This is an optimization exercise on Yosys and OpenROAD, whose aim is small area, not a production implementation.
RTL that was checked went through simulation tests only; none was proved equivalent to the original.
No activity file was given, so power comes from the tool's default toggle rates.

old:
==> flow/design.v (excerpt) <==
module seg_led_top(
    input sys_clk,
    input sys_rst_n,
    input [3:0] keys,
    output [3:0] leds,
    output [5:0] seg_sel,
    output [7:0] seg_led
);
export LEC_CHECK = 0
export CAP_MARGIN = 20
export CORE_MARGIN = 2
export CORE_UTILIZATION = 40
export CTS_BUF_LIST = sky130_fd_sc_hd__clkbuf_8 sky130_fd_sc_hd__clkbuf_16
export CTS_CLUSTER_DIAMETER = 100
export CTS_CLUSTER_SIZE = 28
export SLEW_MARGIN = 20
create_clock -name core_clock -period 20.0 [get_ports {sys_clk}]
run.sh (not shown) runs the stock make flow with config.mk's settings and CLKGATE_MAP_FILE= SYNTH_SCRIPT=/design/flow/synth_recipe.tcl, a recipe that flattens the netlist after the stock synthesis.
The inputs of new differ from those of old as listed below.
- GPL_ROUTABILITY_DRIVEN newly set to 0
- GPL_TIMING_DRIVEN newly set to 0
- CTS_BUF_LIST changed from sky130_fd_sc_hd__clkbuf_8 sky130_fd_sc_hd__clkbuf_16 to sky130_fd_sc_hd__clkbuf_16
- CTS_CLUSTER_SIZE changed from 28 to 24
==> run notes <==
Diff old -> new | met2 routed wirelength | up by a little under 10%
Final cell area excluding filler cells: new vs old up 1.3%
Taking old as the reference, in new total of plain and repair buffers excluding clock buffers went up; synthesis-to-layout area growth went up; total power did not really move.
For old, the capture point of the worst path was u_count.cnt_j[6]$_DFFE_PN0P_, unlike new, where it was u_count.cnt_j[8]$_DFFE_PN0P_.
Relative to old, data arrival time at the worst-slack endpoint increased by 790 ps in new.

========
## red
Another version of the RTL of seg_led_top (not shown whole).
Size: roughly 240 flip-flops, about 24 I/O pins.
==> flow/design.v (excerpt) <==
module seg_led_top(
    input sys_clk,
    input sys_rst_n,
    input [3:0] keys,
    output [3:0] leds,
    output [5:0] seg_sel,
    output [7:0] seg_led
);
    wire clk = sys_clk;
    wire rst_n = sys_rst_n;
    wire [3:0] ev;
    key_debounce u_key0 (.clk(clk), .rst_n(rst_n), .key(keys[0]), .ev(ev[0]));
    key_debounce u_key1 (.clk(clk), .rst_n(rst_n), .key(keys[1]), .ev(ev[1]));
    key_debounce u_key2 (.clk(clk), .rst_n(rst_n), .key(keys[2]), .ev(ev[2]));
    key_debounce u_key3 (.clk(clk), .rst_n(rst_n), .key(keys[3]), .ev(ev[3]));
    wire k_left    = (ev == 4'b0010);
    wire k_right   = (ev == 4'b0100);
    wire k_confirm = (ev == 4'b1000);
    wire [2:0] st;
    wire [2:0] st_nx;
    wire [1:0] tune;
    wire run;
    wire reach;
    sys_status_mgr u_status (
        .clk(clk), .rst_n(rst_n), .ev(ev), .reach(reach),
        .st(st), .st_nx(st_nx), .tune(tune), .run(run)
    );
    wire in_tuning  = (st == 3'd3);
    wire in_atuning = (st == 3'd5);
    wire tick, p43, p0, rot, blink;
    binary2bcd u_time_base (
        .clk(clk), .rst_n(rst_n),
        .tick(tick), .p43(p43), .p0(p0), .rot(rot), .blink(blink)
    );
    wire [8:0] eh;
    wire [5:0] em;
    wire [5:0] es;
    tune_offset u_offset (
        .clk(clk), .rst_n(rst_n), .active(in_tuning | in_atuning), .tune(tune),
        .k_left(k_left), .k_right(k_right),
        .eh(eh), .em(em), .es(es)
    );
    wire [17:0] abs_c;
    wire [17:0] abs_a;
    cnt2time u_offsets (
        .clk(clk), .rst_n(rst_n), .in_tuning(in_tuning), .in_atuning(in_atuning),
        .eh(eh), .em(em), .es(es),
        .abs_c(abs_c), .abs_a(abs_a)
    );
    wire [16:0] cnt_j;
    wire [16:0] cnt_alm;
    count u_count (
        .clk(clk), .rst_n(rst_n), .tick(tick), .run(run),
        .in_tuning(in_tuning), .in_atuning(in_atuning), .k_confirm(k_confirm),
        .e_neg(eh[8]), .abs_c(abs_c), .abs_a(abs_a),
        .cnt_j(cnt_j), .cnt_alm(cnt_alm), .reach(reach)
    );
    seg_led u_display (
        .clk(clk), .rst_n(rst_n), .p43(p43), .p0(p0), .rot(rot),
  ...
Settings: LEC_CHECK=0, CAP_MARGIN=20, CORE_MARGIN=2, CORE_UTILIZATION=40, CTS_BUF_LIST=sky130_fd_sc_hd__clkbuf_16, CTS_CLUSTER_DIAMETER=100, CTS_CLUSTER_SIZE=24, SLEW_MARGIN=20; clock period 20.0 ns.
red: all stages complete, timing, DRC and antenna checks passed
Here is what was changed in the inputs of blue compared with red.
diff --git a/flow/config.mk b/flow/config.mk
--- a/flow/config.mk
+++ b/flow/config.mk
@@ -12,2 +12,2 @@
-export CTS_CLUSTER_DIAMETER = 100
-export CTS_CLUSTER_SIZE = 24
+export CTS_CLUSTER_DIAMETER = 90
+export CTS_CLUSTER_SIZE = 20
### Flow results
Sort blue and red by area growth from synthesis to final layout asc -> top: red
Combinational power share: blue vs red down 0.4 points
Going from red to blue, final clock period utilization by the worst path flat; non-clock buffer area fraction after layout comparable; cell area power density went up by 0.76%.
The number of flip-flops and latches in the synthesized netlist on red is in line with that on blue.
Wire: blue routes more than red
Compared with red, blue shows a higher clock network area share.
The fmax was comparable across blue and red.
Wire length of the first global-routing pass: red vs blue — no meaningful difference
NOTE total power red->blue increased slightly
No functional check of the RTL was part of any run of this note.

-- port drivers added, routing unchanged --
Ports are ideal in the flow. The routed layouts listed here were re-timed in OpenROAD.
Step 1 (the two cells are an assumption about what drives the block):
set clk [get_ports {sys_clk}]
set_driving_cell -lib_cell sky130_fd_sc_hd__clkbuf_16 $clk
set_driving_cell -lib_cell sky130_fd_sc_hd__buf_2 [delete_from_list [all_inputs] $clk]
Step 2 also shifts input and output timing later by t, the mid clock arrival at the registers, as if the neighbouring blocks saw the same clock.
a / b / c = no drivers / after step 1 / after step 2; a / b = the first two.
run | t, ns | slack for setup (ns) | worst register clock-pin slew, ns | pins driven straight from the clock port
old | 0.515 | 12.234 / 12.234 / 12.234 | 0.11 / 0.11 | 1
new | 0.532 | 11.453 / 11.453 / 11.453 | 0.11 / 0.11 | 1
red | 0.545 | 11.404 / 11.404 / 11.404 | 0.10 / 0.10 | 1
blue | 0.553 | 11.389 / 11.389 / 11.389 | 0.09 / 0.09 | 1
After both steps setup and hold are still met in every run listed.
